This is an optimization exercise on Yosys and OpenROAD, whose aim is small area, a short achievable clock period and few clock cycles, not a production implementation. Only simulation tests tie the RTL to the original design; equivalence was not proved. Power and IR drop assume default switching activity.

// fewcore
module fewcore (clk, reset, imem_addr, imem_rdata, dmem_addr, dmem_wdata, dmem_we, dmem_rdata);
For scale: about 4400 cells after synthesis, ~160 I/O pins.
export LEC_CHECK = 0
export ABC_AREA = 1
export CAP_MARGIN = 10
export CORE_MARGIN = 2
export CORE_UTILIZATION = 40
export PLACE_DENSITY = 0.75
export SLEW_MARGIN = 10
export TNS_END_PERCENT = 0
create_clock -name core_clock -period 12.5 [get_ports {clk}]
standard.sh (not shown) runs the stock make flow with config.mk's settings and CLKGATE_MAP_FILE= SYNTH_SCRIPT=/design/flow/synth_recipe.tcl, a recipe that flattens the netlist after the stock synthesis.
==> flow/flow/run.sh <==
#!/bin/bash
# Own flow: the standard layout (standard.sh, unchanged synthesis) with
#  - the ports buffered by a plain buffer cell instead of the delay cell the
#    resizer picks by default,
#  - timing repair asked to leave setup margin,
#  - a clock tree of fewer, smaller buffers without dummy loads.
# make's full output goes to standard_make.log; ORFS's per-step logs stay
# under orfs/logs.
set -uo pipefail
MARGIN=7.5
CTS="-sink_clustering_enable -repair_clock_nets -dont_use_dummy_load -sink_clustering_size 20 -sink_clustering_max_diameter 130 -buf_list sky130_fd_sc_hd__clkbuf_16"
bash standard.sh "SETUP_SLACK_MARGIN=$MARGIN" \
  "BUFFER_PORTS_ARGS=-buffer_cell sky130_fd_sc_hd__buf_1" \
  "CTS_ARGS=$CTS" \
  finish > standard_make.log 2>&1
The starting point completed with no timing, DRC or antenna violations.
Testbench counts at the start, summed over its fixed seeds: cycles 63,270.
==> next run, changes <==
--- a/flow/flow/run.sh
+++ b/flow/flow/run.sh
@@ -9,5 +9,5 @@
 set -uo pipefail
 MARGIN=7.5
-CTS="-sink_clustering_enable -repair_clock_nets -dont_use_dummy_load -sink_clustering_size 20 -sink_clustering_max_diameter 130 -buf_list sky130_fd_sc_hd__clkbuf_16"
+CTS="-sink_clustering_enable -repair_clock_nets -dont_use_dummy_load -sink_clustering_size 14 -sink_clustering_max_diameter 100 -buf_list sky130_fd_sc_hd__clkbuf_8"
 bash standard.sh "SETUP_SLACK_MARGIN=$MARGIN" \
   "BUFFER_PORTS_ARGS=-buffer_cell sky130_fd_sc_hd__buf_1" \
Settings changed: PLACE_DENSITY 0.75 to 0.6.
Design area decreases by 1.2%.
Sequential share of layout area goes up by 0.57 points.
Worst setup slack gets worse by 0.22 ns.
==> next run, changes <==
--- a/flow/flow/run.sh
+++ b/flow/flow/run.sh
@@ -9,5 +9,5 @@
 set -uo pipefail
 MARGIN=7.5
-CTS="-sink_clustering_enable -repair_clock_nets -dont_use_dummy_load -sink_clustering_size 14 -sink_clustering_max_diameter 100 -buf_list sky130_fd_sc_hd__clkbuf_8"
+CTS="-sink_clustering_enable -repair_clock_nets -dont_use_dummy_load -sink_clustering_size 20 -sink_clustering_max_diameter 130 -buf_list sky130_fd_sc_hd__clkbuf_16"
 bash standard.sh "SETUP_SLACK_MARGIN=$MARGIN" \
   "BUFFER_PORTS_ARGS=-buffer_cell sky130_fd_sc_hd__buf_1" \
Settings changed: CAP_MARGIN 10 to 5, SLEW_MARGIN 10 to 5.
The new run produced a clean layout. Cell count is about the same. Flip-flop and latch count stays the same. Sequential power is about the same. Critical path depth does not change. Wire length shrinks by 0.43%. Final area rises by 0.80%. Maximum frequency climbs by 3.4%. First-iteration DRC count goes down by 1.1%. Setup slack gains 0.19 ns. Area after synthesis stays the same. Total power rose by 3.5%.
==> next run, changes <==
--- a/flow/flow/run.sh
+++ b/flow/flow/run.sh
@@ -8,5 +8,5 @@
 # under orfs/logs.
 set -uo pipefail
-MARGIN=7.5
+MARGIN=6.5
 CTS="-sink_clustering_enable -repair_clock_nets -dont_use_dummy_load -sink_clustering_size 20 -sink_clustering_max_diameter 130 -buf_list sky130_fd_sc_hd__clkbuf_16"
 bash standard.sh "SETUP_SLACK_MARGIN=$MARGIN" \
Settings changed: CAP_MARGIN 5 to 10, SLEW_MARGIN 5 to 10.
Outcome:
- The changed run finished with timing, DRC and antenna clean
- die area is unchanged
- maximum frequency fell by about 7%
- total power fell by about 4%
- sequential share of layout area rose by 1.8 points
- worst setup slack is worse by 0.42 ns
- final cell count fell by about 1.1%
- via count fell by 1.8%
- global-route usage fell by 0.26 points
- wire length fell by 1.7%
- design area fell by about 4%

========
Setup of job 105:
fewcore, a different RTL version from the one above (not shown whole).
Size in the first run: roughly 700 flip-flops, ~160 I/O pins, roughly 38,000 um2 of cells after synthesis.
## fewcore
module fewcore (clk, reset, imem_addr, imem_rdata, dmem_addr, dmem_wdata, dmem_we, dmem_rdata);
clock: 12.5 ns
lec_check: 0
abc_area: 1
cap_margin: 20
core_margin: 2
core_utilization: 40
place_density: 0.6
slew_margin: 20
tns_end_percent: 0
==> flow/flow/run.sh <==
#!/bin/bash
# Own flow: the standard layout (standard.sh, unchanged synthesis) with
#  - the ports buffered by a plain buffer cell instead of the delay cell the
#    resizer picks by default,
#  - timing repair asked to leave setup margin,
#  - a clock tree of fewer, smaller buffers without dummy loads.
# make's full output goes to standard_make.log; ORFS's per-step logs stay
# under orfs/logs.
set -uo pipefail
MARGIN=7
CTS="-sink_clustering_enable -repair_clock_nets -dont_use_dummy_load -sink_clustering_size 20 -sink_clustering_max_diameter 130 -buf_list sky130_fd_sc_hd__clkbuf_16"
bash standard.sh "SETUP_SLACK_MARGIN=$MARGIN" \
  "BUFFER_PORTS_ARGS=-buffer_cell sky130_fd_sc_hd__buf_2" \
  "CTS_ARGS=$CTS" \
  finish > standard_make.log 2>&1
Testbench counts of job 105, summed over its fixed seeds: cycles 63,270.
Relative to job 105, the following input files were edited for job 102:
--- a/flow/flow/run.sh
+++ b/flow/flow/run.sh
@@ -9,3 +9,3 @@
 set -uo pipefail
-MARGIN=7
+MARGIN=7.5
 CTS="-sink_clustering_enable -repair_clock_nets -dont_use_dummy_load -sink_clustering_size 20 -sink_clustering_max_diameter 130 -buf_list sky130_fd_sc_hd__clkbuf_16"
--- outcome ---
Job 102 vs job 105, share of cells above drive strength 1 went down by 0.83 points. In the tables for job 105 and job 102, tightest hold margin reads higher with job 105. Wire length: lower on job 102. Job 105 tops out at a higher clock frequency than job 102. Compared with job 105, job 102 shows number of iterations in the first detailed-routing pass higher by 1.

[what the ideal ports hide]
Ports are ideal in the flow. The routed layouts listed here were re-timed in OpenROAD. Step 1: set_driving_cell puts a clkbuf_16 on clk and a buf_2 on each other input, an assumption about the parent block. Step 2, shift: input delay + t, output delay - t, t = (earliest + latest rising clock arrival at the registers) / 2. This alone moves slack from input paths to output paths. a / b / c = ideal / step 1 / step 2; a / b = the first two.
run | t, ns | setup slack, ns | worst register clock-pin slew, ns | worst slew at a driven data input, ns | pins driven straight from the clock port
the first run of note 1 | 0.677 | 6.916 / 6.851 / 6.280 | 0.10 / 0.10 | 0.04 | 1
the second run of note 1 | 0.832 | 6.693 / 6.628 / 6.003 | 0.11 / 0.11 | 0.16 | 1
the third run of note 1 | 0.692 | 6.884 / 6.824 / 6.237 | 0.09 / 0.09 | 0.16 | 1
the fourth run of note 1 | 0.669 | 6.465 / 6.399 / 5.896 | 0.10 / 0.10 | 0.15 | 1
job 105 | 0.691 | 6.852 / 6.857 / 6.211 | 0.10 / 0.10 | 0.12 | 1
job 102 | 0.684 | 6.807 / 6.854 / 6.169 | 0.10 / 0.10 | 0.12 | 1
After both steps setup and hold are still met in every run listed. The setup slack of the second run of note 1, which loses most, moves by -0.065 ns with the drivers and by -0.690 ns with both steps.
